From an optimization exercise on the open Yosys and OpenROAD flow, aimed at small area, a short achievable clock period and few clock cycles per item; shortcuts taken in it are not production practice.
No run shown here included a check of the RTL's function; only the layout flow was run.

### design/flow/config.mk
export PLATFORM = sky130hd
export DESIGN_NAME = CordicAccelerator
export DESIGN_NICKNAME = CordicAccelerator
export VERILOG_FILES = /design/flow/design.v
export SDC_FILE = /design/flow/constraint.sdc
export NUM_CORES = 8
export LEC_CHECK = 0
export CAP_MARGIN = 20
export CORE_MARGIN = 2
export CORE_UTILIZATION = 60
export CTS_BUF_LIST = sky130_fd_sc_hd__clkbuf_4 sky130_fd_sc_hd__clkbuf_8
export SETUP_SLACK_MARGIN = 2.5
export SLEW_MARGIN = 20
### design/flow/constraint.sdc
create_clock -name core_clock -period 6.0 [get_ports {clock}]
set_input_delay 1.2000 -clock core_clock [delete_from_list [all_inputs] [get_ports {clock}]]
set_output_delay 1.2000 -clock core_clock [all_outputs]
set_load 0.01 [all_outputs]
### design/flow/design.v
module CordicAccelerator(
  input         clock,
  input         reset,
  input         cmd_valid,
  output        cmd_ready,
  input  [6:0]  cmd_funct,
  input  [4:0]  cmd_rd,
  input  [63:0] cmd_rs1,
  input  [63:0] cmd_rs2,
  output        resp_valid,
  input         resp_ready,
  output [4:0]  resp_rd,
  output [63:0] resp_data,
  output        busy
);
  function [31:0] addc(input [31:0] a, input [31:0] b, input c);
    reg [31:0] g, p, gg, pp, gn, pn;
    integer k, l;
    begin
      g = a & b;
      p = a ^ b;
      gg = g;
      pp = p;
      gg[0] = g[0] | (p[0] & c);
      pp[0] = 1'b0;
      for (l = 0; l < 5; l = l + 1) begin
        gn = gg;
        pn = pp;
        for (k = 0; k < 32; k = k + 1)
          if (k[l]) begin
            gn[k] = gg[k] | (pp[k] & gg[((k >> l) << l) - 1]);
            pn[k] = pp[k] & pp[((k >> l) << l) - 1];
          end
        gg = gn;
        pp = pn;
      end
      addc = p ^ {gg[30:0], c};
    end
  endfunction
  wire recirc;    
  wire [31:0] res;
  wire [4:0] end_rd;
  wire take;      
  assign cmd_ready = take;
  wire accept = cmd_valid & take;
  wire [31:0] z0 = cmd_rs2[31:0];
  wire z0_fits = (z0[31:17] == {15{z0[31]}});
  wire [17:0] zc0 = z0_fits ? z0[17:0] : {z0[31], {17{~z0[31]}}};
  wire d1 = zc0[17];
  wire [17:0] zs2 = d1 ? zc0 + 18'd51472 : zc0 - 18'd51472;
  wire [16:0] z3 = (zs2[17:16] == {2{zs2[17]}}) ? zs2[16:0] : {zs2[17], {16{~zs2[17]}}};
  wire d6 = z0[31] ? ($signed(z0) < -32'sd51472) : ($signed(z0) < 32'sd51472);
  wire [31:0] x4 = cmd_rs1[31:0];
  wire [31:0] yt5 = ((cmd_rs1[31:0] ^ {32{d1}}) + {31'd0, d1}) ^ {32{~d6}};
  reg [31:0] p1_x, p1_y;
  reg [16:0] p1_z;
  reg [4:0] p1_rd;
  reg p1_fn, p1_dn, p1_v;
  always @(posedge clock) begin
    if (reset) p1_v <= 1'b0;
    else p1_v <= accept | recirc;
    p1_x <= recirc ? res : x4;
    p1_y <= recirc ? {32{~d6}} : yt5;
    p1_z <= z3;
    p1_rd <= recirc ? end_rd : cmd_rd;
    p1_fn <= ~recirc & cmd_funct[0];
    p1_dn <= recirc;
  end
  wire d7 = p1_z[16];
  wire [16:0] zs8 = d7 ? p1_z + 17'd30386 : p1_z - 17'd30386;
  wire [15:0] z9 = (zs8[16:15] == {2{zs8[16]}}) ? zs8[15:0] : {zs8[16], {15{~zs8[16]}}};
  wire [15:0] zs10 = zs8[16] ? z9 + 16'd16055 : z9 - 16'd16055;
  wire [14:0] z11 = (zs10[15:14] == {2{zs10[15]}}) ? zs10[14:0] : {zs10[15], {14{~zs10[15]}}};
  wire [31:0] ys14 = $signed(p1_y) >>> 1;
  wire [31:0] xs15 = $signed(p1_x) >>> 1;
  wire [31:0] x12 = addc(p1_x, ys14, ~d7);
  wire [31:0] xg17 = xs15 & {32{~p1_dn}};
  wire [31:0] u16 = addc(p1_y, ~xg17, 1'b1);
  wire [31:0] yt13 = u16 ^ {32{d7 ^ zs8[16]}};
  reg [31:0] p2_x, p2_y;
  reg [4:0] p2_rd;
  reg p2_fn, p2_dn, p2_v;
  reg p2_d;
  reg [14:0] p2_z;
  always @(posedge clock) begin
    if (reset) p2_v <= 1'b0;
    else p2_v <= p1_v;
    p2_x <= x12;
    p2_y <= yt13;
    p2_rd <= p1_rd;
    p2_fn <= p1_fn;
    p2_dn <= p1_dn;
    p2_d <= zs8[16];
    p2_z <= z11;
  end
  wire [14:0] zs18 = p2_z[14] ? p2_z + 15'd8150 : p2_z - 15'd8150;
  wire [13:0] z19 = (zs18[14:13] == {2{zs18[14]}}) ? zs18[13:0] : {zs18[14], {13{~zs18[14]}}};
  wire [31:0] ys22 = $signed(p2_y) >>> 2;
  wire [31:0] xs23 = $signed(p2_x) >>> 2;
  wire [31:0] x20 = addc(p2_x, ys22, ~p2_d);
  wire [31:0] xg25 = xs23 & {32{~p2_dn}};
  wire [31:0] u24 = addc(p2_y, ~xg25, 1'b1);
  wire [31:0] yt21 = u24 ^ {32{p2_d ^ p2_z[14]}};
  reg [31:0] p3_x, p3_y;
  reg [4:0] p3_rd;
  reg p3_fn, p3_dn, p3_v;
  reg p3_d;
  reg [13:0] p3_z;
  always @(posedge clock) begin
    if (reset) p3_v <= 1'b0;
    else p3_v <= p2_v;
    p3_x <= x20;
    p3_y <= yt21;
    p3_rd <= p2_rd;
    p3_fn <= p2_fn;
    p3_dn <= p2_dn;
    p3_d <= p2_z[14];
    p3_z <= z19;
  end
  wire [13:0] zs26 = p3_z[13] ? p3_z + 14'd4091 : p3_z - 14'd4091;
  wire [12:0] z27 = (zs26[13:12] == {2{zs26[13]}}) ? zs26[12:0] : {zs26[13], {12{~zs26[13]}}};
  wire [31:0] ys30 = $signed(p3_y) >>> 3;
  wire [31:0] xs31 = $signed(p3_x) >>> 3;
  wire [31:0] x28 = addc(p3_x, ys30, ~p3_d);
  wire [31:0] xg33 = xs31 & {32{~p3_dn}};
  wire [31:0] u32 = addc(p3_y, ~xg33, 1'b1);
  wire [31:0] yt29 = u32 ^ {32{p3_d ^ p3_z[13]}};
  reg [31:0] p4_x, p4_y;
  reg [4:0] p4_rd;
  reg p4_fn, p4_dn, p4_v;
  reg p4_d;
  reg [12:0] p4_z;
  always @(posedge clock) begin
    if (reset) p4_v <= 1'b0;
    else p4_v <= p3_v;
    p4_x <= x28;
    p4_y <= yt29;
    p4_rd <= p3_rd;
    p4_fn <= p3_fn;
    p4_dn <= p3_dn;
    p4_d <= p3_z[13];
    p4_z <= z27;
  end
  wire [12:0] zs34 = p4_z[12] ? p4_z + 13'd2047 : p4_z - 13'd2047;
  wire [11:0] z35 = (zs34[12:11] == {2{zs34[12]}}) ? zs34[11:0] : {zs34[12], {11{~zs34[12]}}};
  wire [31:0] ys38 = $signed(p4_y) >>> 4;
  wire [31:0] xs39 = $signed(p4_x) >>> 4;
  wire [31:0] x36 = addc(p4_x, ys38, ~p4_d);
  wire [31:0] xg41 = xs39 & {32{~p4_dn}};
  wire [31:0] u40 = addc(p4_y, ~xg41, 1'b1);
  wire [31:0] yt37 = u40 ^ {32{p4_d ^ p4_z[12]}};
  reg [31:0] p5_x, p5_y;
  reg [4:0] p5_rd;
  reg p5_fn, p5_dn, p5_v;
  reg p5_d;
  reg [11:0] p5_z;
  always @(posedge clock) begin
    if (reset) p5_v <= 1'b0;
    else p5_v <= p4_v;
    p5_x <= x36;
    p5_y <= yt37;
    p5_rd <= p4_rd;
    p5_fn <= p4_fn;
    p5_dn <= p4_dn;
    p5_d <= p4_z[12];
    p5_z <= z35;
  end
  wire [11:0] zs42 = p5_z[11] ? p5_z + 12'd1024 : p5_z - 12'd1024;
  wire [10:0] z43 = (zs42[11:10] == {2{zs42[11]}}) ? zs42[10:0] : {zs42[11], {10{~zs42[11]}}};
  wire [31:0] ys46 = $signed(p5_y) >>> 5;
  wire [31:0] xs47 = $signed(p5_x) >>> 5;
  wire [31:0] x44 = addc(p5_x, ys46, ~p5_d);
  wire [31:0] xg49 = xs47 & {32{~p5_dn}};
  wire [31:0] u48 = addc(p5_y, ~xg49, 1'b1);
  wire [31:0] yt45 = u48 ^ {32{p5_d ^ p5_z[11]}};
  reg [31:0] p6_x, p6_y;
  reg [4:0] p6_rd;
  reg p6_fn, p6_dn, p6_v;
  reg p6_d;
  reg [10:0] p6_z;
  always @(posedge clock) begin
    if (reset) p6_v <= 1'b0;
    else p6_v <= p5_v;
    p6_x <= x44;
    p6_y <= yt45;
    p6_rd <= p5_rd;
    p6_fn <= p5_fn;
    p6_dn <= p5_dn;
    p6_d <= p5_z[11];
    p6_z <= z43;
  end
  wire [10:0] zs50 = p6_z[10] ? p6_z + 11'd512 : p6_z - 11'd512;
  wire [9:0] z51 = (zs50[10:9] == {2{zs50[10]}}) ? zs50[9:0] : {zs50[10], {9{~zs50[10]}}};
  wire [31:0] ys54 = $signed(p6_y) >>> 6;
  wire [31:0] xs55 = $signed(p6_x) >>> 6;
  wire [31:0] x52 = addc(p6_x, ys54, ~p6_d);
  wire [31:0] xg57 = xs55 & {32{~p6_dn}};
  wire [31:0] u56 = addc(p6_y, ~xg57, 1'b1);
  wire [31:0] yt53 = u56 ^ {32{p6_d ^ p6_z[10]}};
  reg [31:0] p7_x, p7_y;
  reg [4:0] p7_rd;
  reg p7_fn, p7_dn, p7_v;
  reg p7_d;
  reg [9:0] p7_z;
  always @(posedge clock) begin
    if (reset) p7_v <= 1'b0;
    else p7_v <= p6_v;
    p7_x <= x52;
    p7_y <= yt53;
    p7_rd <= p6_rd;
    p7_fn <= p6_fn;
    p7_dn <= p6_dn;
    p7_d <= p6_z[10];
    p7_z <= z51;
  end
  wire [9:0] zs58 = p7_z[9] ? p7_z + 10'd256 : p7_z - 10'd256;
  wire [8:0] z59 = (zs58[9:8] == {2{zs58[9]}}) ? zs58[8:0] : {zs58[9], {8{~zs58[9]}}};
  wire [31:0] ys62 = $signed(p7_y) >>> 7;
  wire [31:0] xs63 = $signed(p7_x) >>> 7;
  wire [31:0] x60 = addc(p7_x, ys62, ~p7_d);
  wire [31:0] xg65 = xs63 & {32{~p7_dn}};
  wire [31:0] u64 = addc(p7_y, ~xg65, 1'b1);
  wire [31:0] yt61 = u64 ^ {32{p7_d ^ p7_z[9]}};
  reg [31:0] p8_x, p8_y;
  reg [4:0] p8_rd;
  reg p8_fn, p8_dn, p8_v;
  reg p8_d;
  reg [8:0] p8_z;
  always @(posedge clock) begin
    if (reset) p8_v <= 1'b0;
    else p8_v <= p7_v;
    p8_x <= x60;
    p8_y <= yt61;
    p8_rd <= p7_rd;
    p8_fn <= p7_fn;
    p8_dn <= p7_dn;
    p8_d <= p7_z[9];
    p8_z <= z59;
  end
  wire [8:0] zs66 = p8_z[8] ? p8_z + 9'd128 : p8_z - 9'd128;
  wire [7:0] z67 = (zs66[8:7] == {2{zs66[8]}}) ? zs66[7:0] : {zs66[8], {7{~zs66[8]}}};
  wire [31:0] ys70 = $signed(p8_y) >>> 8;
  wire [31:0] xs71 = $signed(p8_x) >>> 8;
  wire [31:0] x68 = addc(p8_x, ys70, ~p8_d);
  wire [31:0] xg73 = xs71 & {32{~p8_dn}};
  wire [31:0] u72 = addc(p8_y, ~xg73, 1'b1);
  wire [31:0] yt69 = u72 ^ {32{p8_d ^ p8_z[8]}};
  reg [31:0] p9_x, p9_y;
  reg [4:0] p9_rd;
  reg p9_fn, p9_dn, p9_v;
  reg p9_d;
  reg [7:0] p9_z;
  always @(posedge clock) begin
    if (reset) p9_v <= 1'b0;
    else p9_v <= p8_v;
    p9_x <= x68;
    p9_y <= yt69;
    p9_rd <= p8_rd;
    p9_fn <= p8_fn;
    p9_dn <= p8_dn;
    p9_d <= p8_z[8];
    p9_z <= z67;
  end
  wire [7:0] zs74 = p9_z[7] ? p9_z + 8'd64 : p9_z - 8'd64;
  wire [6:0] z75 = (zs74[7:6] == {2{zs74[7]}}) ? zs74[6:0] : {zs74[7], {6{~zs74[7]}}};
  wire [31:0] ys78 = $signed(p9_y) >>> 9;
  wire [31:0] xs79 = $signed(p9_x) >>> 9;
  wire [31:0] x76 = addc(p9_x, ys78, ~p9_d);
  wire [31:0] xg81 = xs79 & {32{~p9_dn}};
  wire [31:0] u80 = addc(p9_y, ~xg81, 1'b1);
  wire [31:0] yt77 = u80 ^ {32{p9_d ^ p9_z[7]}};
  reg [31:0] p10_x, p10_y;
  reg [4:0] p10_rd;
  reg p10_fn, p10_dn, p10_v;
  reg p10_d;
  reg [6:0] p10_z;
  always @(posedge clock) begin
    if (reset) p10_v <= 1'b0;
    else p10_v <= p9_v;
    p10_x <= x76;
    p10_y <= yt77;
    p10_rd <= p9_rd;
    p10_fn <= p9_fn;
    p10_dn <= p9_dn;
    p10_d <= p9_z[7];
    p10_z <= z75;
  end
  wire [6:0] zs82 = p10_z[6] ? p10_z + 7'd32 : p10_z - 7'd32;
  wire [5:0] z83 = (zs82[6:5] == {2{zs82[6]}}) ? zs82[5:0] : {zs82[6], {5{~zs82[6]}}};
  wire [31:0] ys86 = $signed(p10_y) >>> 10;
  wire [31:0] xs87 = $signed(p10_x) >>> 10;
  wire [31:0] x84 = addc(p10_x, ys86, ~p10_d);
  wire [31:0] xg89 = xs87 & {32{~p10_dn}};
  wire [31:0] u88 = addc(p10_y, ~xg89, 1'b1);
  wire [31:0] yt85 = u88 ^ {32{p10_d ^ p10_z[6]}};
  reg [31:0] p11_x, p11_y;
  reg [4:0] p11_rd;
  reg p11_fn, p11_dn, p11_v;
  reg p11_d;
  reg [5:0] p11_z;
  always @(posedge clock) begin
    if (reset) p11_v <= 1'b0;
    else p11_v <= p10_v;
    p11_x <= x84;
    p11_y <= yt85;
    p11_rd <= p10_rd;
    p11_fn <= p10_fn;
    p11_dn <= p10_dn;
    p11_d <= p10_z[6];
    p11_z <= z83;
  end
  wire [5:0] zs90 = p11_z[5] ? p11_z + 6'd16 : p11_z - 6'd16;
  wire [4:0] z91 = (zs90[5:4] == {2{zs90[5]}}) ? zs90[4:0] : {zs90[5], {4{~zs90[5]}}};
  wire [31:0] ys94 = $signed(p11_y) >>> 11;
  wire [31:0] xs95 = $signed(p11_x) >>> 11;
  wire [31:0] x92 = addc(p11_x, ys94, ~p11_d);
  wire [31:0] xg97 = xs95 & {32{~p11_dn}};
  wire [31:0] u96 = addc(p11_y, ~xg97, 1'b1);
  wire [31:0] yt93 = u96 ^ {32{p11_d ^ p11_z[5]}};
  reg [31:0] p12_x, p12_y;
  reg [4:0] p12_rd;
  reg p12_fn, p12_dn, p12_v;
  reg p12_d;
  reg [4:0] p12_z;
  always @(posedge clock) begin
    if (reset) p12_v <= 1'b0;
    else p12_v <= p11_v;
    p12_x <= x92;
    p12_y <= yt93;
    p12_rd <= p11_rd;
    p12_fn <= p11_fn;
    p12_dn <= p11_dn;
    p12_d <= p11_z[5];
    p12_z <= z91;
  end
  wire [4:0] zs98 = p12_z[4] ? p12_z + 5'd8 : p12_z - 5'd8;
  wire [3:0] z99 = (zs98[4:3] == {2{zs98[4]}}) ? zs98[3:0] : {zs98[4], {3{~zs98[4]}}};
  wire [31:0] ys102 = $signed(p12_y) >>> 12;
  wire [31:0] xs103 = $signed(p12_x) >>> 12;
  wire [31:0] x100 = addc(p12_x, ys102, ~p12_d);
  wire [31:0] xg105 = xs103 & {32{~p12_dn}};
  wire [31:0] u104 = addc(p12_y, ~xg105, 1'b1);
  wire [31:0] yt101 = u104 ^ {32{p12_d ^ p12_z[4]}};
  reg [31:0] p13_x, p13_y;
  reg [4:0] p13_rd;
  reg p13_fn, p13_dn, p13_v;
  reg p13_d;
  reg [3:0] p13_z;
  always @(posedge clock) begin
    if (reset) p13_v <= 1'b0;
    else p13_v <= p12_v;
    p13_x <= x100;
    p13_y <= yt101;
    p13_rd <= p12_rd;
    p13_fn <= p12_fn;
    p13_dn <= p12_dn;
    p13_d <= p12_z[4];
    p13_z <= z99;
  end
  wire [3:0] zs106 = p13_z[3] ? p13_z + 4'd4 : p13_z - 4'd4;
  wire [2:0] z107 = (zs106[3:2] == {2{zs106[3]}}) ? zs106[2:0] : {zs106[3], {2{~zs106[3]}}};
  wire [31:0] ys110 = $signed(p13_y) >>> 13;
  wire [31:0] xs111 = $signed(p13_x) >>> 13;
  wire [31:0] x108 = addc(p13_x, ys110, ~p13_d);
  wire [31:0] xg113 = xs111 & {32{~p13_dn}};
  wire [31:0] u112 = addc(p13_y, ~xg113, 1'b1);
  wire [31:0] yt109 = u112 ^ {32{p13_d ^ p13_z[3]}};
  reg [31:0] p14_x, p14_y;
  reg [4:0] p14_rd;
  reg p14_fn, p14_dn, p14_v;
  reg p14_d;
  reg [2:0] p14_z;
  always @(posedge clock) begin
    if (reset) p14_v <= 1'b0;
    else p14_v <= p13_v;
    p14_x <= x108;
    p14_y <= yt109;
    p14_rd <= p13_rd;
    p14_fn <= p13_fn;
    p14_dn <= p13_dn;
    p14_d <= p13_z[3];
    p14_z <= z107;
  end
  wire [2:0] zs114 = p14_z[2] ? p14_z + 3'd2 : p14_z - 3'd2;
  wire [1:0] z115 = (zs114[2:1] == {2{zs114[2]}}) ? zs114[1:0] : {zs114[2], {1{~zs114[2]}}};
  wire [31:0] ys118 = $signed(p14_y) >>> 14;
  wire [31:0] xs119 = $signed(p14_x) >>> 14;
  wire [31:0] x116 = addc(p14_x, ys118, ~p14_d);
  wire [31:0] xg121 = xs119 & {32{~p14_dn}};
  wire [31:0] u120 = addc(p14_y, ~xg121, 1'b1);
  wire [31:0] yt117 = u120 ^ {32{p14_d ^ p14_z[2]}};
  reg [31:0] p15_x, p15_y;
  reg [4:0] p15_rd;
  reg p15_fn, p15_dn, p15_v;
  reg p15_d;
  reg [1:0] p15_z;
  always @(posedge clock) begin
    if (reset) p15_v <= 1'b0;
    else p15_v <= p14_v;
    p15_x <= x116;
    p15_y <= yt117;
    p15_rd <= p14_rd;
    p15_fn <= p14_fn;
    p15_dn <= p14_dn;
    p15_d <= p14_z[2];
    p15_z <= z115;
  end
  wire [1:0] zs122 = p15_z[1] ? p15_z + 2'd1 : p15_z - 2'd1;
  wire z123 = zs122[1];
  wire [31:0] ys126 = $signed(p15_y) >>> 15;
  wire [31:0] xs127 = $signed(p15_x) >>> 15;
  wire [31:0] x124 = addc(p15_x, ys126, ~p15_d);
  wire [31:0] xg129 = xs127 & {32{~p15_dn}};
  wire [31:0] u128 = addc(p15_y, ~xg129, 1'b1);
  wire [31:0] yt125 = u128 ^ {32{p15_d ^ p15_z[1]}};
  reg [31:0] p16_x, p16_y;
  reg [4:0] p16_rd;
  reg p16_fn, p16_dn, p16_v;
  reg p16_d;
  reg p16_z;
  always @(posedge clock) begin
    if (reset) p16_v <= 1'b0;
    else p16_v <= p15_v;
    p16_x <= x124;
    p16_y <= yt125;
    p16_rd <= p15_rd;
    p16_fn <= p15_fn;
    p16_dn <= p15_dn;
    p16_d <= p15_z[1];
    p16_z <= z123;
  end
  wire [31:0] ys132 = $signed(p16_y) >>> 16;
  wire [31:0] xs133 = $signed(p16_x) >>> 16;
  wire [31:0] x130 = addc(p16_x, ys132, ~p16_d);
  wire [31:0] xg135 = xs133 & {32{~p16_dn}};
  wire [31:0] u134 = addc(p16_y, ~xg135, 1'b1);
  wire [31:0] yt131 = u134 ^ {32{p16_d ^ p16_z}};
  reg [31:0] p17_x, p17_y;
  reg [4:0] p17_rd;
  reg p17_fn, p17_dn, p17_v;
  reg p17_d;
  always @(posedge clock) begin
    if (reset) p17_v <= 1'b0;
    else p17_v <= p16_v;
    p17_x <= x130;
    p17_y <= yt131;
    p17_rd <= p16_rd;
    p17_fn <= p16_fn;
    p17_dn <= p16_dn;
    p17_d <= p16_z;
  end
  wire [31:0] ys138 = $signed(p17_y) >>> 17;
  wire [31:0] xs139 = $signed(p17_x) >>> 17;
  wire [31:0] x136 = addc(p17_x, ys138, ~p17_d);
  wire [31:0] xg141 = xs139 & {32{~p17_dn}};
  wire [31:0] u140 = addc(p17_y, ~xg141, 1'b1);
  wire [31:0] yt137 = u140 ^ {32{p17_d ^ p17_d}};
  reg [31:0] p18_x, p18_y;
  reg [4:0] p18_rd;
  reg p18_fn, p18_dn, p18_v;
  reg p18_d;
  always @(posedge clock) begin
    if (reset) p18_v <= 1'b0;
    else p18_v <= p17_v;
    p18_x <= x136;
    p18_y <= yt137;
    p18_rd <= p17_rd;
    p18_fn <= p17_fn;
    p18_dn <= p17_dn;
    p18_d <= p17_d;
  end
  wire [31:0] ys144 = $signed(p18_y) >>> 18;
  wire [31:0] xs145 = $signed(p18_x) >>> 18;
  wire [31:0] x142 = addc(p18_x, ys144, ~p18_d);
  wire [31:0] xg147 = xs145 & {32{~p18_dn}};
  wire [31:0] u146 = addc(p18_y, ~xg147, 1'b1);
  wire [31:0] yt143 = u146 ^ {32{p18_d ^ p18_d}};
  reg [31:0] p19_x, p19_y;
  reg [4:0] p19_rd;
  reg p19_fn, p19_dn, p19_v;
  reg p19_d;
  always @(posedge clock) begin
    if (reset) p19_v <= 1'b0;
    else p19_v <= p18_v;
    p19_x <= x142;
    p19_y <= yt143;
    p19_rd <= p18_rd;
    p19_fn <= p18_fn;
    p19_dn <= p18_dn;
    p19_d <= p18_d;
  end
  wire [31:0] ys150 = $signed(p19_y) >>> 19;
  wire [31:0] xs151 = $signed(p19_x) >>> 19;
  wire [31:0] x148 = addc(p19_x, ys150, ~p19_d);
  wire [31:0] xg153 = xs151 & {32{~p19_dn}};
  wire [31:0] u152 = addc(p19_y, ~xg153, 1'b1);
  wire [31:0] yt149 = u152 ^ {32{p19_d ^ p19_d}};
  reg [31:0] p20_x, p20_y;
  reg [4:0] p20_rd;
  reg p20_fn, p20_dn, p20_v;
  reg p20_d;
  always @(posedge clock) begin
    if (reset) p20_v <= 1'b0;
    else p20_v <= p19_v;
    p20_x <= x148;
    p20_y <= yt149;
    p20_rd <= p19_rd;
    p20_fn <= p19_fn;
    p20_dn <= p19_dn;
    p20_d <= p19_d;
  end
  wire [31:0] ys156 = $signed(p20_y) >>> 20;
  wire [31:0] xs157 = $signed(p20_x) >>> 20;
  wire [31:0] x154 = addc(p20_x, ys156, ~p20_d);
  wire [31:0] xg159 = xs157 & {32{~p20_dn}};
  wire [31:0] u158 = addc(p20_y, ~xg159, 1'b1);
  wire [31:0] yt155 = u158 ^ {32{p20_d ^ p20_d}};
  reg [31:0] p21_x, p21_y;
  reg [4:0] p21_rd;
  reg p21_fn, p21_dn, p21_v;
  reg p21_d;
  always @(posedge clock) begin
    if (reset) p21_v <= 1'b0;
    else p21_v <= p20_v;
    p21_x <= x154;
    p21_y <= yt155;
    p21_rd <= p20_rd;
    p21_fn <= p20_fn;
    p21_dn <= p20_dn;
    p21_d <= p20_d;
  end
  wire [31:0] ys162 = $signed(p21_y) >>> 21;
  wire [31:0] xs163 = $signed(p21_x) >>> 21;
  wire [31:0] x160 = addc(p21_x, ys162, ~p21_d);
  wire [31:0] xg165 = xs163 & {32{~p21_dn}};
  wire [31:0] u164 = addc(p21_y, ~xg165, 1'b1);
  wire [31:0] yt161 = u164 ^ {32{p21_d ^ p21_d}};
  reg [31:0] p22_x, p22_y;
  reg [4:0] p22_rd;
  reg p22_fn, p22_dn, p22_v;
  reg p22_d;
  always @(posedge clock) begin
    if (reset) p22_v <= 1'b0;
    else p22_v <= p21_v;
    p22_x <= x160;
    p22_y <= yt161;
    p22_rd <= p21_rd;
    p22_fn <= p21_fn;
    p22_dn <= p21_dn;
    p22_d <= p21_d;
  end
  wire [31:0] ys168 = $signed(p22_y) >>> 22;
  wire [31:0] xs169 = $signed(p22_x) >>> 22;
  wire [31:0] x166 = addc(p22_x, ys168, ~p22_d);
  wire [31:0] xg171 = xs169 & {32{~p22_dn}};
  wire [31:0] u170 = addc(p22_y, ~xg171, 1'b1);
  wire [31:0] yt167 = u170 ^ {32{p22_d ^ p22_d}};
  reg [31:0] p23_x, p23_y;
  reg [4:0] p23_rd;
  reg p23_fn, p23_dn, p23_v;
  reg p23_d;
  always @(posedge clock) begin
    if (reset) p23_v <= 1'b0;
    else p23_v <= p22_v;
    p23_x <= x166;
    p23_y <= yt167;
    p23_rd <= p22_rd;
    p23_fn <= p22_fn;
    p23_dn <= p22_dn;
    p23_d <= p22_d;
  end
  wire [31:0] ys174 = $signed(p23_y) >>> 23;
  wire [31:0] xs175 = $signed(p23_x) >>> 23;
  wire [31:0] x172 = addc(p23_x, ys174, ~p23_d);
  wire [31:0] xg177 = xs175 & {32{~p23_dn}};
  wire [31:0] u176 = addc(p23_y, ~xg177, 1'b1);
  wire [31:0] yt173 = u176 ^ {32{p23_d ^ p23_d}};
  reg [31:0] p24_x, p24_y;
  reg [4:0] p24_rd;
  reg p24_fn, p24_dn, p24_v;
  reg p24_d;
  always @(posedge clock) begin
    if (reset) p24_v <= 1'b0;
    else p24_v <= p23_v;
    p24_x <= x172;
    p24_y <= yt173;
    p24_rd <= p23_rd;
    p24_fn <= p23_fn;
    p24_dn <= p23_dn;
    p24_d <= p23_d;
  end
  wire [31:0] ys180 = $signed(p24_y) >>> 24;
  wire [31:0] xs181 = $signed(p24_x) >>> 24;
  wire [31:0] x178 = addc(p24_x, ys180, ~p24_d);
  wire [31:0] xg183 = xs181 & {32{~p24_dn}};
  wire [31:0] u182 = addc(p24_y, ~xg183, 1'b1);
  wire [31:0] yt179 = u182 ^ {32{p24_d ^ p24_d}};
  reg [31:0] p25_x, p25_y;
  reg [4:0] p25_rd;
  reg p25_fn, p25_dn, p25_v;
  reg p25_d;
  always @(posedge clock) begin
    if (reset) p25_v <= 1'b0;
    else p25_v <= p24_v;
    p25_x <= x178;
    p25_y <= yt179;
    p25_rd <= p24_rd;
    p25_fn <= p24_fn;
    p25_dn <= p24_dn;
    p25_d <= p24_d;
  end
  wire [31:0] ys186 = $signed(p25_y) >>> 25;
  wire [31:0] xs187 = $signed(p25_x) >>> 25;
  wire [31:0] x184 = addc(p25_x, ys186, ~p25_d);
  wire [31:0] xg189 = xs187 & {32{~p25_dn}};
  wire [31:0] u188 = addc(p25_y, ~xg189, 1'b1);
  wire [31:0] yt185 = u188 ^ {32{p25_d ^ p25_d}};
  reg [31:0] p26_x, p26_y;
  reg [4:0] p26_rd;
  reg p26_fn, p26_dn, p26_v;
  reg p26_d;
  always @(posedge clock) begin
    if (reset) p26_v <= 1'b0;
    else p26_v <= p25_v;
    p26_x <= x184;
    p26_y <= yt185;
    p26_rd <= p25_rd;
    p26_fn <= p25_fn;
    p26_dn <= p25_dn;
    p26_d <= p25_d;
  end
  wire [31:0] ys192 = $signed(p26_y) >>> 26;
  wire [31:0] xs193 = $signed(p26_x) >>> 26;
  wire [31:0] x190 = addc(p26_x, ys192, ~p26_d);
  wire [31:0] xg195 = xs193 & {32{~p26_dn}};
  wire [31:0] u194 = addc(p26_y, ~xg195, 1'b1);
  wire [31:0] yt191 = u194 ^ {32{p26_d ^ p26_d}};
  reg [31:0] p27_x, p27_y;
  reg [4:0] p27_rd;
  reg p27_fn, p27_dn, p27_v;
  reg p27_d;
  always @(posedge clock) begin
    if (reset) p27_v <= 1'b0;
    else p27_v <= p26_v;
    p27_x <= x190;
    p27_y <= yt191;
    p27_rd <= p26_rd;
    p27_fn <= p26_fn;
    p27_dn <= p26_dn;
    p27_d <= p26_d;
  end
  wire [31:0] ys198 = $signed(p27_y) >>> 27;
  wire [31:0] xs199 = $signed(p27_x) >>> 27;
  wire [31:0] x196 = addc(p27_x, ys198, ~p27_d);
  wire [31:0] xg201 = xs199 & {32{~p27_dn}};
  wire [31:0] u200 = addc(p27_y, ~xg201, 1'b1);
  wire [31:0] yt197 = u200 ^ {32{p27_d ^ p27_d}};
  reg [31:0] p28_x, p28_y;
  reg [4:0] p28_rd;
  reg p28_fn, p28_dn, p28_v;
  reg p28_d;
  always @(posedge clock) begin
    if (reset) p28_v <= 1'b0;
    else p28_v <= p27_v;
    p28_x <= x196;
    p28_y <= yt197;
    p28_rd <= p27_rd;
    p28_fn <= p27_fn;
    p28_dn <= p27_dn;
    p28_d <= p27_d;
  end
  wire [31:0] ys204 = $signed(p28_y) >>> 28;
  wire [31:0] xs205 = $signed(p28_x) >>> 28;
  wire [31:0] x202 = addc(p28_x, ys204, ~p28_d);
  wire [31:0] xg207 = xs205 & {32{~p28_dn}};
  wire [31:0] u206 = addc(p28_y, ~xg207, 1'b1);
  wire [31:0] yt203 = u206 ^ {32{p28_d ^ p28_d}};
  reg [31:0] p29_x, p29_y;
  reg [4:0] p29_rd;
  reg p29_fn, p29_dn, p29_v;
  reg p29_d;
  always @(posedge clock) begin
    if (reset) p29_v <= 1'b0;
    else p29_v <= p28_v;
    p29_x <= x202;
    p29_y <= yt203;
    p29_rd <= p28_rd;
    p29_fn <= p28_fn;
    p29_dn <= p28_dn;
    p29_d <= p28_d;
  end
  wire [31:0] ys210 = $signed(p29_y) >>> 29;
  wire [31:0] xs211 = $signed(p29_x) >>> 29;
  wire [31:0] x208 = addc(p29_x, ys210, ~p29_d);
  wire [31:0] xg213 = xs211 & {32{~p29_dn}};
  wire [31:0] u212 = addc(p29_y, ~xg213, 1'b1);
  wire [31:0] yt209 = u212 ^ {32{p29_d ^ p29_d}};
  reg [31:0] p30_x, p30_y;
  reg [4:0] p30_rd;
  reg p30_fn, p30_dn, p30_v;
  reg p30_d;
  always @(posedge clock) begin
    if (reset) p30_v <= 1'b0;
    else p30_v <= p29_v;
    p30_x <= x208;
    p30_y <= yt209;
    p30_rd <= p29_rd;
    p30_fn <= p29_fn;
    p30_dn <= p29_dn;
    p30_d <= p29_d;
  end
  wire [31:0] ys216 = $signed(p30_y) >>> 30;
  wire [31:0] xs217 = $signed(p30_x) >>> 30;
  wire [31:0] x214 = addc(p30_x, ys216, ~p30_d);
  wire [31:0] xg219 = xs217 & {32{~p30_dn}};
  wire [31:0] u218 = addc(p30_y, ~xg219, 1'b1);
  wire [31:0] yt215 = u218 ^ {32{p30_d ^ p30_d}};
  reg [31:0] p31_x, p31_y;
  reg [4:0] p31_rd;
  reg p31_fn, p31_dn, p31_v;
  reg p31_d;
  always @(posedge clock) begin
    if (reset) p31_v <= 1'b0;
    else p31_v <= p30_v;
    p31_x <= x214;
    p31_y <= yt215;
    p31_rd <= p30_rd;
    p31_fn <= p30_fn;
    p31_dn <= p30_dn;
    p31_d <= p30_d;
  end
  wire [31:0] ys222 = $signed(p31_y) >>> 31;
  wire [31:0] xs223 = $signed(p31_x) >>> 31;
  wire [31:0] x220 = addc(p31_x, ys222, ~p31_d);
  wire [31:0] xg225 = xs223 & {32{~p31_dn}};
  wire [31:0] u224 = addc(p31_y, ~xg225, 1'b1);
  wire [31:0] yt221 = u224 ^ {32{p31_d ^ p31_d}};
  assign res = p31_fn ? (yt221 ^ {32{~p31_d}}) : x220;
  assign end_rd = p31_rd;
  wire end_v = p31_v;
  reg [31:0] h_data, k_data;
  reg [4:0] h_rd, k_rd;
  reg hv, kv, busy_r;
  reg blocked;
  reg [4:0] wait_n;
  wire wait_0 = (wait_n == 5'd0);
  wire push = end_v & ~(hv & kv) & (~blocked | wait_0);
  assign recirc = end_v & ~push;
  assign take = ~recirc & ~blocked;
  wire pop = hv & resp_ready;
  wire h_load = ~hv | pop;
  wire hv_n = h_load ? (kv | push) : 1'b1;
  wire kv_n = h_load ? (kv & push) : (kv | push);
  wire inflight_n = hv_n | kv_n |
      (accept | recirc) |
      p1_v |
      p2_v |
      p3_v |
      p4_v |
      p5_v |
      p6_v |
      p7_v |
      p8_v |
      p9_v |
      p10_v |
      p11_v |
      p12_v |
      p13_v |
      p14_v |
      p15_v |
      p16_v |
      p17_v |
      p18_v |
      p19_v |
      p20_v |
      p21_v |
      p22_v |
      p23_v |
      p24_v |
      p25_v |
      p26_v |
      p27_v |
      p28_v |
      p29_v |
      p30_v;
  always @(posedge clock) begin
    if (reset) begin
      hv <= 1'b0;
      kv <= 1'b0;
      busy_r <= 1'b0;
      blocked <= 1'b0;
    end else begin
      hv <= hv_n;
      kv <= kv_n;
      busy_r <= inflight_n;
      if (recirc & (~blocked | wait_0))
        blocked <= 1'b1;
      else if (push & blocked)
        blocked <= 1'b0;
    end
    if (recirc & (~blocked | wait_0))
      wait_n <= 5'd30;
    else
      wait_n <= wait_n - 5'd1;
    if (h_load) begin
      h_data <= kv ? k_data : res;
      h_rd <= kv ? k_rd : end_rd;
    end
    if (h_load ? kv : ~kv) begin
      k_data <= res;
      k_rd <= end_rd;
    end
  end
  assign resp_valid = hv;
  assign resp_rd = h_rd;
  assign resp_data = {32'h0, h_data};
  assign busy = busy_r;
endmodule
### design/flow/run.sh
#!/bin/bash
# synth_recipe.tcl (not shown) runs the flow's synth.tcl, then flattens the netlist and writes it again
# the make line also repeats each setting of config.mk as NAME=value (left out here)
make -C /OpenROAD-flow-scripts/flow DESIGN_CONFIG=/design/flow/config.mk WORK_HOME=/design/flow/orfs CLKGATE_MAP_FILE= SYNTH_SCRIPT=/design/flow/synth_recipe.tcl finish
==> reports/results.ini, run 1 <==
[worst_hold_path]
hold_path_depth = 0
worst_hold_path_type = register to register

[placement]
dpl_cell_area_sq_um = 144000
gp_congestion = 0.906
dp_worst_setup_slack_ns = 0.704
io_buffers = 113
dp_hpwl_um = 246000

[finish]
final_nets = 17112
fillers = 16830
syn_to_final_growth_pct = 18.5
fin_area_sq_um = 164000
layout_commonest_cell = dfxtp_1
layout_common_cells = dfxtp_1 (2297), ha_1 (1881), xnor2_1 (1377), nor2_1 (695), inv_1 (660)
drive_gt1_share_pct = 17.2

[grt]
grt_pass1_wl_um = 531000
grt_usage_pct = 27.5
grt_max_degree = 69
grt_overflow = 0
antenna_found_initial = 13
grt_pass1_vias = 104844

[timing]
clock-skew-final_ns = 0.105
fin_crit_sh_pct = 80.2
tightest_slew_ns = 1.06
min_period_ns = 4.81
slew_violations = 0
setup_ws_ns = 1.19
max_freq_ghz = 0.208
setup_viol = 0
relSlewSlack_pct = 28.4
fin_setup_tns_ns = 0
hold_viol = 0
fin_hold_ws_ns = 0.310
rsz0062_at_grt = yes

[critical_path]
critPathKind = register to register
critPathArrivalTime_ns = 5.76
end_kind = register
slowest_stage = dfxtp_4
crit_cells = 20
cp_num_buf_inv = 2
crit_family = compound AO/OA/AOI/OAI gates
reg2reg_depth = 20
cpPeakStageDelay_ns = 0.43
r2r_setup_slack_ns = 1.19
crit_required_ns = 6.94
cp_cell_sequence = buf_6 -> fa_2 -> nand2b_4 -> a21oi_4 -> o31a_1 -> o41a_1 -> or3_4 -> a31oi_4 -> buf_4 -> o21ai_0 -> ha_1 -> a21boi_2 -> o21ai_1 -> nand2b_1 -> a21o_1 -> a211o_1 -> a21bo_2 -> xnor2_4 -> or2_4 -> a41oi_1
cp_max_fo = 6
worstSetupStartpointType = register

[clock_tree]
clockBufferDepth = 4
ctsHoldBuffers = 0
cts_buffers = 420
root_buffer = clkbuf_8
htree_levels = 5
clock_latency_ns = 1.11
clk_pin_slew_worst_paths_ns = 0.06
clock_sinks = 2482
cts_tree = yes

[die]
fp-row-count = 176
die_h_um = 484
core_sq_um = 230000
die_w_um = 484
die_area_sq_um = 234000
start_util_pct = 60.2
io_pins = 216

[synth]
muxShareOfSynthArea_pct = 0.445
synth_edf_count = 74
synth-seq-cells = 2482
synthArstFlopShare_pct = 0
synth-xor-area-share_pct = 13.4
synth_fa_ha_area_share_pct = 22.3
synth_flop_cell = dfxtp_1
yosys.cell_types.count = 91
seq_area_frac_synth_pct = 36.5
avgSynthCellArea_sq_um = 10.1
netlist_instances = 13692
syn-cell-area_sq_um = 138000
synth_top_family_by_area = adder cells
ys_warn_count = 1
yosys.area_share.simple_pct = 11.1
synth_compound_area_share_pct = 13.9

[outcome]
status = complete, no violations

[route]
drc = 0
via_per_inst = 5.60
dr.pass1.iters = 8
vias = 101047
ant_nets = 0
wirelength_um = 334000
first_iter_violations = 4981
wl_per_cell_um = 18.5

[run]
drv_cap = 0

-- metrics by stage --
stage / instances / util, %
floorplan: 13723 / -
global placement: 16725 / 62.8
detailed placement: 16725 / 62.8
CTS: 17836 / 69.6
global route: 18055 / 71.4
finish: 18056 / 71.4
-- Yosys cell counts (44+ instances only) --
library cell	number	area, sq um
and3_1	84	526
edfxtp_1	74	2220
a21o_1	591	4440
or2_2	62	388
nor2b_1	256	1600
a31oi_1	85	532
inv_1	697	2620
nand4_1	75	469
clkbuf_1	123	462
ha_1	1910	23900
nand2_1	454	1700
o21bai_1	148	1110
mux2_2	44	495
a211oi_1	94	706
nand3_1	162	811
xor2_1	678	5940
nor3_1	258	1290
o21ai_0	566	2830
a21oi_1	787	3940
and2_1	53	332
dfxtp_1	2408	48200
and4_1	71	622
nand2b_1	590	3690
nor4_1	46	288
fa_1	347	6950
or3_1	44	275
nor2_1	746	2800
o21a_1	211	1580
xnor2_1	1428	12500
-- logic make-up (layout without fill, tap and decap cells) --
group           Yosys count  in the layout
compound gates         2944           2944
xor+xnor               2109           2109
fa+ha+maj              2257           2257
buf+inv                 875           2163
flops                  2482           2482
mux                      56             56
other cells               1             39
simple gates           2968           2980
-- routing by layer --
metal / global-route usage, % / up-vias / share of wire, %
met1: 36.5 / 48764 / 46
met5: 0 / - / 0
met4: 7.56 / 0 / 2.6
met3: 3.68 / 613 / 4.3
met2: 46.8 / 1789 / 48
li1: - / 49881 / -
-- cell type report --
type | count | area (sq um) | share of cell area (%)
diodes | 7 | 17.5 | 0.0107
clock buffers | 625 | 7960 | 4.86
clock inverters | 109 | 1150 | 0.701
inverters | 697 | 2650 | 1.62
multi-input cells | 10378 | 91300 | 55.7
flip-flops and latches | 2482 | 50700 | 30.9
well taps | 3026 | 3790 | 2.31
repair buffers | 732 | 6330 | 3.86
-- repair_timing --
| action | in CTS | in global routing |
|---|---|---|
| pin swaps | 541 | 491 |
| resized for setup | 930 | 579 |
| gates cloned | 11 | 3 |
| setup buffers | 366 | 210 |
| setup endpoints to repair | 792 | 581 |
-- final timing paths --
path,to,startpoint
min reg2reg,p7_fn,p6_fn
max,p2_z[13],p1_z[16]
max reg2reg,p2_z[13],p1_z[16]
min,p7_fn,p6_fn
==> run 2: changes to the inputs <==
--- a/design/flow/design.v
+++ b/design/flow/design.v
@@ -689,55 +689,37 @@
     p29_dn <= p28_dn;
     p29_d <= p28_d;
   end
-  wire [31:0] ys210 = $signed(p29_y) >>> 29;
-  wire [31:0] xs211 = $signed(p29_x) >>> 29;
-  wire [31:0] x208 = addc(p29_x, ys210, ~p29_d);
-  wire [31:0] xg213 = xs211 & {32{~p29_dn}};
-  wire [31:0] u212 = addc(p29_y, ~xg213, 1'b1);
-  wire [31:0] yt209 = u212 ^ {32{p29_d ^ p29_d}};
-  reg [31:0] p30_x, p30_y;
-  reg [4:0] p30_rd;
-  reg p30_fn, p30_dn, p30_v;
-  reg p30_d;
-  always @(posedge clock) begin
-    if (reset) p30_v <= 1'b0;
-    else p30_v <= p29_v;
-    p30_x <= x208;
-    p30_y <= yt209;
-    p30_rd <= p29_rd;
-    p30_fn <= p29_fn;
-    p30_dn <= p29_dn;
-    p30_d <= p29_d;
-  end
-  wire [31:0] ys216 = $signed(p30_y) >>> 30;
-  wire [31:0] xs217 = $signed(p30_x) >>> 30;
-  wire [31:0] x214 = addc(p30_x, ys216, ~p30_d);
-  wire [31:0] xg219 = xs217 & {32{~p30_dn}};
-  wire [31:0] u218 = addc(p30_y, ~xg219, 1'b1);
-  wire [31:0] yt215 = u218 ^ {32{p30_d ^ p30_d}};
-  reg [31:0] p31_x, p31_y;
-  reg [4:0] p31_rd;
-  reg p31_fn, p31_dn, p31_v;
-  reg p31_d;
-  always @(posedge clock) begin
-    if (reset) p31_v <= 1'b0;
-    else p31_v <= p30_v;
-    p31_x <= x214;
-    p31_y <= yt215;
-    p31_rd <= p30_rd;
-    p31_fn <= p30_fn;
-    p31_dn <= p30_dn;
-    p31_d <= p30_d;
-  end
-  wire [31:0] ys222 = $signed(p31_y) >>> 31;
-  wire [31:0] xs223 = $signed(p31_x) >>> 31;
-  wire [31:0] x220 = addc(p31_x, ys222, ~p31_d);
-  wire [31:0] xg225 = xs223 & {32{~p31_dn}};
-  wire [31:0] u224 = addc(p31_y, ~xg225, 1'b1);
-  wire [31:0] yt221 = u224 ^ {32{p31_d ^ p31_d}};
-  assign res = p31_fn ? (yt221 ^ {32{~p31_d}}) : x220;
-  assign end_rd = p31_rd;
-  wire end_v = p31_v;
+  wire [31:0] y29 = p29_y ^ {32{~p29_d}};
+  wire [31:0] em = p29_fn ? y29 : p29_x;
+  wire [31:0] eo = p29_fn ? p29_x : y29;
+  wire etn = ~(p29_fn ^ p29_d);   
+  wire [4:0] em3 = {{2{em[31]}}, em[31:29]};
+  wire [4:0] eo3 = {{2{eo[31]}}, eo[31:29]};
+  wire [4:0] ea = etn ? -eo3 : eo3;
+  wire [4:0] eb = etn ? em3 : -em3;
+  wire [4:0] eml = {2'b00, em[2:0]};
+  wire [4:0] eol = {2'b00, eo[2:0]};
+  wire m_all1 = &em[29:3];
+  wire m_all0 = ~|em[29:3];
+  wire o_all1 = &eo[29:3];
+  wire o_all0 = ~|eo[29:3];
+  wire [4:0] es1 = eml + ea;
+  wire [1:0] et2m = em[31:30] + {1'b0, es1[4:3] == 2'b01 & m_all1} - {1'b0, es1[4:3] == 2'b11 & m_all0};
+  wire [4:0] em2 = {{3{et2m[1]}}, et2m};
+  wire [4:0] ev = etn ? em2 : -em2;
+  wire [4:0] es2 = eol + eb;
+  wire [1:0] et2o = eo[31:30] + {1'b0, es2[4:3] == 2'b01 & o_all1} - {1'b0, es2[4:3] == 2'b11 & o_all0};
+  wire [4:0] es3 = eol + eb + ev;
+  wire esgn = eo[31] ^ (es3[4:3] == 2'b01 & o_all1 & eo[30]) ^ (es3[4:3] == 2'b11 & o_all0 & ~eo[30]);
+  wire [4:0] eq = {{3{et2o[1]}}, et2o} - {4'b0000, esgn};
+  wire [4:0] ee = p29_dn ? 5'd0 : (etn ? -eq : eq);
+  wire [4:0] es4 = eml + ea + ee;
+  wire [28:0] emh = em[31:3];
+  wire [28:0] emhp = emh + 29'd1;
+  wire [28:0] emhm = emh - 29'd1;
+  assign res = {es4[4:3] == 2'b01 ? emhp : (es4[4:3] == 2'b11 ? emhm : emh), es4[2:0]};
+  assign end_rd = p29_rd;
+  wire end_v = p29_v;
   reg [31:0] h_data, k_data;
   reg [4:0] h_rd, k_rd;
   reg hv, kv, busy_r;
@@ -780,9 +762,7 @@
       p25_v |
       p26_v |
       p27_v |
-      p28_v |
-      p29_v |
-      p30_v;
+      p28_v;
   always @(posedge clock) begin
     if (reset) begin
       hv <= 1'b0;
@@ -799,7 +779,7 @@
         blocked <= 1'b0;
     end
     if (recirc & (~blocked | wait_0))
-      wait_n <= 5'd30;
+      wait_n <= 5'd28;
     else
       wait_n <= wait_n - 5'd1;
     if (h_load) begin
==> reports/results.ini, run 2 <==
[outcome]
status = complete, but fails checks
check-failures = negative setup slack

[die]
die_w_um = 471  ; -2.7%
start_util_pct = 60.3  ; about the same
io_pins = 216  ; unchanged
die_area_sq_um = 222000  ; -5.4%
die_h_um = 471  ; -2.7%
core_sq_um = 217000  ; -5.5%
fp-row-count = 171  ; -2.8%

[timing]
rsz0062_at_grt = yes
max_freq_ghz = 0.115  ; -44%
relSlewSlack_pct = 30.6  ; +2.1 points
slew_violations = 0  ; unchanged
setup_ws_ns = -2.66  ; -3.85 ns
fin_crit_sh_pct = 144  ; +64 points
setup_viol = 96  ; +96
min_period_ns = 8.66  ; +3.85 ns
fin_hold_ws_ns = 0.267  ; -0.0423 ns
tightest_slew_ns = 1.04  ; -0.0221 ns
hold_viol = 0  ; unchanged
clock-skew-final_ns = 0.0792  ; -0.0256 ns

[route]
via_per_inst = 5.56  ; -0.68%
wirelength_um = 320000  ; -4.2%
ant_nets = 0  ; unchanged
dr.pass1.iters = 5  ; -3
wl_per_cell_um = 18.9  ; +1.9%
first_iter_violations = 4796  ; -3.7%
drc = 0  ; unchanged
vias = 94350  ; -6.6%

[finish]
fillers = 16232  ; -3.6%
drive_gt1_share_pct = 13.4  ; -3.9 points
final_nets = 16022  ; -6.4%
layout_common_cells = dfxtp_1 (2212), ha_1 (1738), xnor2_1 (1384), a21oi_1 (749), a21o_1 (715)
fin_area_sq_um = 152000  ; -7.3%
layout_commonest_cell = dfxtp_1
multiInputGateArea_sq_um = 84200  ; -7.8%
regArea_sq_um = 47600  ; -6.0%
final_util_pct = 70.0  ; -1.3 points
syn_to_final_growth_pct = 16.1

[clock_tree]
clockBufferDepth = 4  ; unchanged
clk_pin_slew_worst_paths_ns = 0.06  ; about the same
cts_buffers = 403  ; -4.0%
clock_latency_ns = 1.09  ; -0.02 ns
clock_sinks = 2336  ; -5.9%
root_buffer = clkbuf_8
htree_levels = 5  ; unchanged
cts_tree = yes
ctsHoldBuffers = 0  ; unchanged

[synth]
synthArstFlopShare_pct = 0  ; unchanged
yosys.cell_types.count = 89  ; -2.2%
netlist_instances = 12968  ; -5.3%
avgSynthCellArea_sq_um = 10.1  ; -0.18%
syn-cell-area_sq_um = 131000  ; -5.5%
synthMostInstantiatedCell = dfxtp_1
synth_edf_count = 74  ; unchanged
synthDominantCellAreaShare_pct = 34.6  ; -0.22 points
synth-seq-cells = 2336  ; -5.9%
seq_area_frac_synth_pct = 36.3  ; -0.13 points
synth_common_cells = dfxtp_1 (2262), ha_1 (1760), xnor2_1 (1415), a21oi_1 (826), a21o_1 (723)
synth_top_cell_by_area = dfxtp_1
ys_warn_count = 1  ; unchanged
synth_flop_cell = dfxtp_1
synthTopCellsByArea = dfxtp_1 (35%), ha_1 (17%), xnor2_1 (9.5%)

[grt]
grt_overflow = 0  ; unchanged
grt_pass1_vias = 96772  ; -7.7%
antenna_found_initial = 27  ; +14
grt_usage_pct = 28.2  ; +0.75 points
grt_pass1_wl_um = 509000  ; -4.0%
grt_max_degree = 57  ; -17%

[critical_path]
critPathArrivalTime_ns = 9.45  ; +3.69 ns
r2r_setup_slack_ns = -2.66  ; -3.85 ns
worstSetupStartpointType = register
cp_max_fo = 7  ; +1
slowest_stage = fa_2
crit_end = h_data[18]
r2r_start = p29_d
startpoint = p29_d
reg2reg_depth = 43  ; +110%
cpPeakStageDelay_ns = 0.43  ; about the same
r2r-end = h_data[18]
end_kind = register
critPathKind = register to register
crit_required_ns = 6.79  ; -0.15 ns

[worst_hold_path]
min-delay-start = p10_fn
hold_path_depth = 0  ; unchanged
worst_hold_path_type = register to register

[placement]
dpl_cell_area_sq_um = 138000  ; -4.4%
gp_congestion = 0.894  ; -1.4%
dp_hpwl_um = 248000  ; +0.74%
io_buffers = 113  ; unchanged

[run]
drv_cap = 0  ; unchanged

-- run 2: cell type report --
class / instances / area share (%)
repair buffers: 575 / 3.20
clock buffers: 607 / 5.19
inverters: 632 / 1.57
multi-input cells: 9853 / 55.4
well taps: 2854 / 2.35
flip-flops and latches: 2336 / 31.4
diodes: 19 / 0.0313
clock inverters: 99 / 0.856
-- run 2: stage by stage --
stage / TNS, ns / worst slack [ns] / cells
6_report: -222.21 / -2.66 / 16975
5_1_grt: -264.48 / -3.10 / 16966
2_1_floorplan: -218.48 / -2.82 / 12999
4_1_cts: -236.89 / -2.82 / 16862
3_3_place_gp: -241.04 / -2.87 / 16031
3_5_place_dp: -240.59 / -2.89 / 16031
-- run 2: cell families (layout without fill, tap and decap cells) --
family / Yosys count / count (layout) / synth area share [%]
mux: 83 / 83 / 0.694
other cells: 1 / 51 / 0.00287
fa+ha+maj: 2078 / 2078 / 21.7
simple gates: 2770 / 2773 / 10.8
xor+xnor: 2078 / 2078 / 13.9
flops: 2336 / 2336 / 36.3
compound gates: 2809 / 2809 / 14.1
buf+inv: 813 / 1913 / 2.45
-- run 2: worst min path at each step --
| stage | end | slack [ns] |
|---|---|---|
| 2_1_floorplan | p10_fn | 0.31 |
| 3_3_place_gp | p28_rd[3] | 0.31 |
| 3_5_place_dp | p3_rd[2] | 0.31 |
| 4_1_cts | p11_fn | 0.25 |
| 5_1_grt | p11_fn | 0.26 |
| 6_report | p11_fn | 0.27 |
-- run 2: critical path, delay by kind of cell (launching register included) --
kind	cells	cell delay [ns]
AO/OA/AOI/OAI	11	1.96
XOR/XNOR	10	1.64
adder cells (fa/ha/maj)	8	2.03
buffers and inverters	5	0.38
flip-flops	1	0.38
multiplexers	2	0.41
AND/OR/NAND/NOR	7	1.63
-- run 2: timing repair --
action | in CTS | in global routing
buffers inserted | 120 | 91
setup endpoints to repair | 942 | 941
gates resized for setup | 407 | 363
endpoints found under the hold margin | 0 | 0
gates cloned | 5 | 3
pin swaps | 166 | 208
-- run 2: metal layers --
metal  global-route usage [%]  vias up  part of all wire (%)
met5                        0        -                 0.036
met4                     7.56       18                   2.3
met3                     4.26      548                   4.4
met2                     46.3     1614                    46
met1                     38.7    45260                    47
li1                         -    46910                     -

-- static timing again, ports no longer ideal --
The flow's constraints put no driver on any port. The routed layouts listed below were extracted and timed again, unchanged, in two steps. Step 1: set_driving_cell puts a clkbuf_16 on clock and a buf_2 on each other input, an assumption about the parent block. Step 2 times the ports against the registers' clock, not the clock port: input delays grow and output delays shrink by t, the midpoint of the rising clock arrivals with the driver on. a / b / c = ideal ports / drivers / drivers and shift; a / b = the first two.
| run | t, ns | slack for setup (ns) | worst setup path at the end | latest minus earliest clock arrival (ns) | worst slew at a driven data input, ns |
|---|---|---|---|---|---|
| run 1 | 1.145 | 1.187 / 1.187 / 1.187 | register to register | 0.112 / 0.112 | 0.13 |
| run 2 | 1.146 | -2.663 / -2.663 / -2.663 | register to register | 0.099 / 0.099 | 0.14 |
